What follows belongs to an exercise in optimizing a design on an open flow for small area, a short achievable clock period and few clock cycles per item; a production flow would make more cautious choices.

==> job 3392: inputs <==
==> flow/design.v (excerpt) <==
module complex_multiplier
#(
    parameter INTEGER_WIDTH = 3,
    parameter FRACTIONAL_WIDTH = 13
)
(
    input  wire                                          clk,
    input  wire                                          rst_n,
    input  wire                                          input_a_tvalid,
    output wire                                          input_a_tready,
    input  wire [2*(INTEGER_WIDTH+FRACTIONAL_WIDTH)-1:0] input_a_tdata,
    input  wire                                          input_b_tvalid,
    output wire                                          input_b_tready,
    input  wire [2*(INTEGER_WIDTH+FRACTIONAL_WIDTH)-1:0] input_b_tdata,
    output reg                                           output_prod_tvalid,
    input  wire                                          output_prod_tready,
    output wire [2*(INTEGER_WIDTH+FRACTIONAL_WIDTH)-1:0] output_prod_tdata
);
==> module complex_multiplier, before the edit <==
module complex_multiplier
#(
    parameter INTEGER_WIDTH = 3,
    parameter FRACTIONAL_WIDTH = 13
)
(
    input  wire                                          clk,
    input  wire                                          rst_n,
    input  wire                                          input_a_tvalid,
    output wire                                          input_a_tready,
    input  wire [2*(INTEGER_WIDTH+FRACTIONAL_WIDTH)-1:0] input_a_tdata,
    input  wire                                          input_b_tvalid,
    output wire                                          input_b_tready,
    input  wire [2*(INTEGER_WIDTH+FRACTIONAL_WIDTH)-1:0] input_b_tdata,
    output reg                                           output_prod_tvalid,
    input  wire                                          output_prod_tready,
    output wire [2*(INTEGER_WIDTH+FRACTIONAL_WIDTH)-1:0] output_prod_tdata
);
    reg         v0, v1, q1v;
    reg  [15:0] ar, ai;
    reg  [24:0] br, bi;     
    function [24:0] booth_enc;
        input [15:0] y;
        integer k;
        reg y2, y1, y0;
        begin
            for (k = 0; k < 8; k = k + 1) begin
                y2 = y[2*k+1];
                y1 = y[2*k];
                y0 = (k == 0) ? 1'b0 : y[2*k-1];
                booth_enc[k]      = y1 ^ y0;                                    
                booth_enc[8 + k]  = (y2 & ~y1 & ~y0) | (~y2 & y1 & y0);         
                booth_enc[16 + k] = y2 & ~(y1 & y0);                            
            end
            booth_enc[24] = y[15];
        end
    endfunction
    reg  [31:0] q0, q1;
    wire take = output_prod_tready;                     
    wire en1  = ~v1 | ~q1v;                             
    wire en0  = ~v0 | en1;
    wire rdy  = ~(v0 & v1 & q1v);
    assign input_a_tready = rdy;
    assign input_b_tready = rdy;
    assign output_prod_tdata = q0;
    wire fire = input_a_tvalid & input_b_tvalid & rdy;
    wire mv1  = v1 & en1;                               
    always @(posedge clk) begin
        if (!rst_n) begin
            v0 <= 1'b0;
            v1 <= 1'b0;
            output_prod_tvalid <= 1'b0;
            q1v <= 1'b0;
        end else begin
            if (en0) v0 <= fire;
            if (en1) v1 <= v0;
            if (~output_prod_tvalid | take)
                output_prod_tvalid <= q1v | mv1;
            if (q1v) begin
                if (take) q1v <= mv1;
            end else begin
                q1v <= mv1 & output_prod_tvalid & ~take;
            end
        end
    end
    wire [14:0] m_a0, m_a1, m_a2, m_a3;
    wire [14:0] m_b0, m_b1, m_b2, m_b3;
    wire [3:0]  m_c, m_s;
    reg  [14:0] c_a0, c_a1, c_a2, c_a3;
    reg  [14:0] c_b0, c_b1, c_b2, c_b3;
    reg  [3:0]  c_c, c_s;
    cm_mul mul_rr1 (.x(ar), .one(br[7:0]), .two(br[15:8]), .neg(br[23:16]), .ys(br[24]), .a(m_a0), .b(m_b0), .cl(m_c[0]), .sgn(m_s[0]));
    cm_mul mul_rr2 (.x(ai), .one(bi[7:0]), .two(bi[15:8]), .neg(bi[23:16]), .ys(bi[24]), .a(m_a1), .b(m_b1), .cl(m_c[1]), .sgn(m_s[1]));
    cm_mul mul_ri1 (.x(ar), .one(bi[7:0]), .two(bi[15:8]), .neg(bi[23:16]), .ys(bi[24]), .a(m_a2), .b(m_b2), .cl(m_c[2]), .sgn(m_s[2]));
    cm_mul mul_ri2 (.x(ai), .one(br[7:0]), .two(br[15:8]), .neg(br[23:16]), .ys(br[24]), .a(m_a3), .b(m_b3), .cl(m_c[3]), .sgn(m_s[3]));
    wire [15:0] u0 = {c_a0, 1'b1} + {c_b0, c_c[0]};
    wire [14:0] h0 = u0[15:1];    
    wire [15:0] u1 = {c_a1, 1'b1} + {c_b1, c_c[1]};
    wire [14:0] h1 = u1[15:1];    
    wire [15:0] u2 = {c_a2, 1'b1} + {c_b2, c_c[2]};
    wire [14:0] h2 = u2[15:1];    
    wire [15:0] u3 = {c_a3, 1'b1} + {c_b3, c_c[3]};
    wire [14:0] h3 = u3[15:1];    
    wire [15:0] prod_real = {c_s[0], h0} - {c_s[1], h1};
    wire [15:0] prod_imag = {c_s[2], h2} + {c_s[3], h3};
    always @(posedge clk) begin
        if (en0) begin
            ar <= input_a_tdata[15:0];
            ai <= input_a_tdata[31:16];
            br <= booth_enc(input_b_tdata[15:0]);
            bi <= booth_enc(input_b_tdata[31:16]);
        end
        if (en1) begin
            c_a0 <= m_a0;
            c_a1 <= m_a1;
            c_a2 <= m_a2;
            c_a3 <= m_a3;
            c_b0 <= m_b0;
            c_b1 <= m_b1;
            c_b2 <= m_b2;
            c_b3 <= m_b3;
            c_c <= m_c;
            c_s <= m_s;
        end
        if (~output_prod_tvalid | take)
            q0 <= q1v ? q1 : {prod_imag, prod_real};
        if (~q1v | take)
            q1 <= {prod_imag, prod_real};
    end
endmodule
export LEC_CHECK = 0
export CAP_MARGIN = 20
export CORE_MARGIN = 2
export CORE_UTILIZATION = 40
export SETUP_SLACK_MARGIN = 5
export SLEW_MARGIN = 20
export SYNTH_HIERARCHICAL = 1
export SYNTH_MINIMUM_KEEP_SIZE = 0
create_clock -name core_clock -period 10.0 [get_ports {clk}]
run.sh (not shown) runs the stock make flow with config.mk's settings and CLKGATE_MAP_FILE= SYNTH_SCRIPT=/design/flow/synth_recipe.tcl, a recipe that flattens the netlist after the stock synthesis.
==> job 5806 (differences from job 3392) <==
--- a/flow/design.v
+++ b/flow/design.v
@@ -939,4 +939,5 @@
     endfunction
     reg  [31:0] q0, q1;
+    reg         wp, rp;
     wire take = output_prod_tready;                     
     wire en1  = ~v1 | ~q1v;                             
@@ -945,5 +946,5 @@
     assign input_a_tready = rdy;
     assign input_b_tready = rdy;
-    assign output_prod_tdata = q0;
+    assign output_prod_tdata = rp ? q1 : q0;
     wire fire = input_a_tvalid & input_b_tvalid & rdy;
     wire mv1  = v1 & en1;                               
@@ -954,5 +955,9 @@
             output_prod_tvalid <= 1'b0;
             q1v <= 1'b0;
+            wp <= 1'b0;
+            rp <= 1'b0;
         end else begin
+            if (mv1) wp <= ~wp;
+            if (output_prod_tvalid & take) rp <= ~rp;
             if (en0) v0 <= fire;
             if (en1) v1 <= v0;
@@ -1005,7 +1010,7 @@
             c_s <= m_s;
         end
-        if (~output_prod_tvalid | take)
-            q0 <= q1v ? q1 : {prod_imag, prod_real};
-        if (~q1v | take)
+        if (mv1 & ~wp)
+            q0 <= {prod_imag, prod_real};
+        if (mv1 & wp)
             q1 <= {prod_imag, prod_real};
     end
==> flow/flow/run.sh (new file) <==
#!/bin/bash
# The standard layout (standard.sh), with the port buffers made as sky130_fd_sc_hd__buf_2
# cells instead of buffer_ports' default, and timing repair aiming at 6.3 ns of setup slack.
set -euo pipefail
export BUFFER_PORTS_ARGS="-buffer_cell sky130_fd_sc_hd__buf_2"
export SETUP_SLACK_MARGIN=6.3
bash standard.sh > standard.log 2>&1
==> flow/standard.sh (new file) <==
#!/bin/bash
# synth_recipe.tcl (not shown) runs the flow's synth.tcl, then flattens the netlist and writes it again
# the make line also repeats each setting of config.mk as NAME=value (left out here)
make -C /OpenROAD-flow-scripts/flow DESIGN_CONFIG=/design/flow/config.mk WORK_HOME=/design/flow/orfs CLKGATE_MAP_FILE= SYNTH_SCRIPT=/design/flow/synth_recipe.tcl "${@:-finish}"
- SETUP_SLACK_MARGIN: 5 -> default
removed: flow/run.sh
==> job 7799 (differences from job 3392) <==
==> flow/flow/run.sh (new file) <==
#!/bin/bash
# The standard layout (standard.sh), with the port buffers made as sky130_fd_sc_hd__buf_2
# cells instead of buffer_ports' default, and timing repair aiming at 6.3 ns of setup slack.
set -euo pipefail
export BUFFER_PORTS_ARGS="-buffer_cell sky130_fd_sc_hd__buf_2"
export SETUP_SLACK_MARGIN=6.3
bash standard.sh > standard.log 2>&1
==> flow/standard.sh (new file) <==
#!/bin/bash
# synth_recipe.tcl (not shown) runs the flow's synth.tcl, then flattens the netlist and writes it again
# the make line also repeats each setting of config.mk as NAME=value (left out here)
make -C /OpenROAD-flow-scripts/flow DESIGN_CONFIG=/design/flow/config.mk WORK_HOME=/design/flow/orfs CLKGATE_MAP_FILE= SYNTH_SCRIPT=/design/flow/synth_recipe.tcl "${@:-finish}"
- SETUP_SLACK_MARGIN: 5 -> default
removed: flow/run.sh
==> summary of the runs <==
- Worst setup slack: job 5806 is higher than job 3392 (0.49 ns).
- Critical path depth: job 3392 > job 7799 > job 5806.
- Area after synthesis is the same in job 7799 and job 3392.
- Cell area: job 3392 < job 5806 < job 7799.
- Die area: job 5806 is lower than job 7799 (0.27%).
- Clock-buffer cell count: job 5806 is lower than job 7799 (2).
- Between job 7799 and job 3392, the lower clock skew is in job 3392 (gap 0.0029 ns).
- Between job 3392 and job 5806, the lower fmax is in job 3392 (gap 12%, measured against job 5806).
==> figures <==
metric	job 7799	job 5806	job 3392
Synth Area in XOR/XNOR	30.9%	31.0%	30.9%
Worst reg-to-reg setup slack	6.26 ns	6.39 ns	5.83 ns
Routed via count	27200	26900	27100
Post-synthesis register bit count	278	280	278
Post-route worst setup slack	6.26 ns	6.32 ns	5.83 ns
Cell Area, Synth	36000 sq um	35900 sq um	36000 sq um
Worst max-slew margin expressed relative to the limit	31.6%	34.3%	32.4%
Placeable core region	89600 sq um	88600 sq um	89600 sq um
Floorplan die width	304 um	304 um	304 um
Global-route met2 utilization	30.7%	29.9%	30.9%
Max Clock Freq	267 MHz	272 MHz	240 MHz
CTS Buf Count	36	37	37
Outcome	no timing/DRC/antenna violations	no timing/DRC/antenna violations	no timing/DRC/antenna violations
Layout cell share with drive strength beyond 1	20.5%	19.7%	14.2%
Routed metal-1 wire length	47600 um	46000 um	47200 um
Slowest cell on the critical path	edfxtp_1	dfxtp_4	o41ai_1
Non-Filler Instances	4859	4782	4821
No functional check of the RTL was part of any run of this note.

==> re-timing with driven ports <==
How much do the figures lean on ideal ports? The routed layouts below were timed once more, with nothing changed but the port constraints.
Step 1 (the two cells are an assumption about what drives the block):
set clk [get_ports {clk}]
set_driving_cell -lib_cell sky130_fd_sc_hd__clkbuf_16 $clk
set_driving_cell -lib_cell sky130_fd_sc_hd__buf_2 [delete_from_list [all_inputs] $clk]
Step 2, shift: input delay + t, output delay - t, t = (earliest + latest rising clock arrival at the registers) / 2. This alone moves slack from input paths to output paths.
Three values: ideal, step 1, step 2; two values: the first two.
run | t, ns | slack for setup (ns) | latest minus earliest clock arrival (ns) | pins driven straight from the clock port
job 3392 | 0.636 | 5.830 / 5.830 / 5.830 | 0.026 / 0.026 | 1
job 5806 | 0.623 | 6.324 / 6.262 / 6.389 | 0.021 / 0.021 | 1
job 7799 | 0.625 | 6.256 / 6.256 / 6.256 | 0.026 / 0.027 | 1
After both steps every run listed still meets setup and hold.
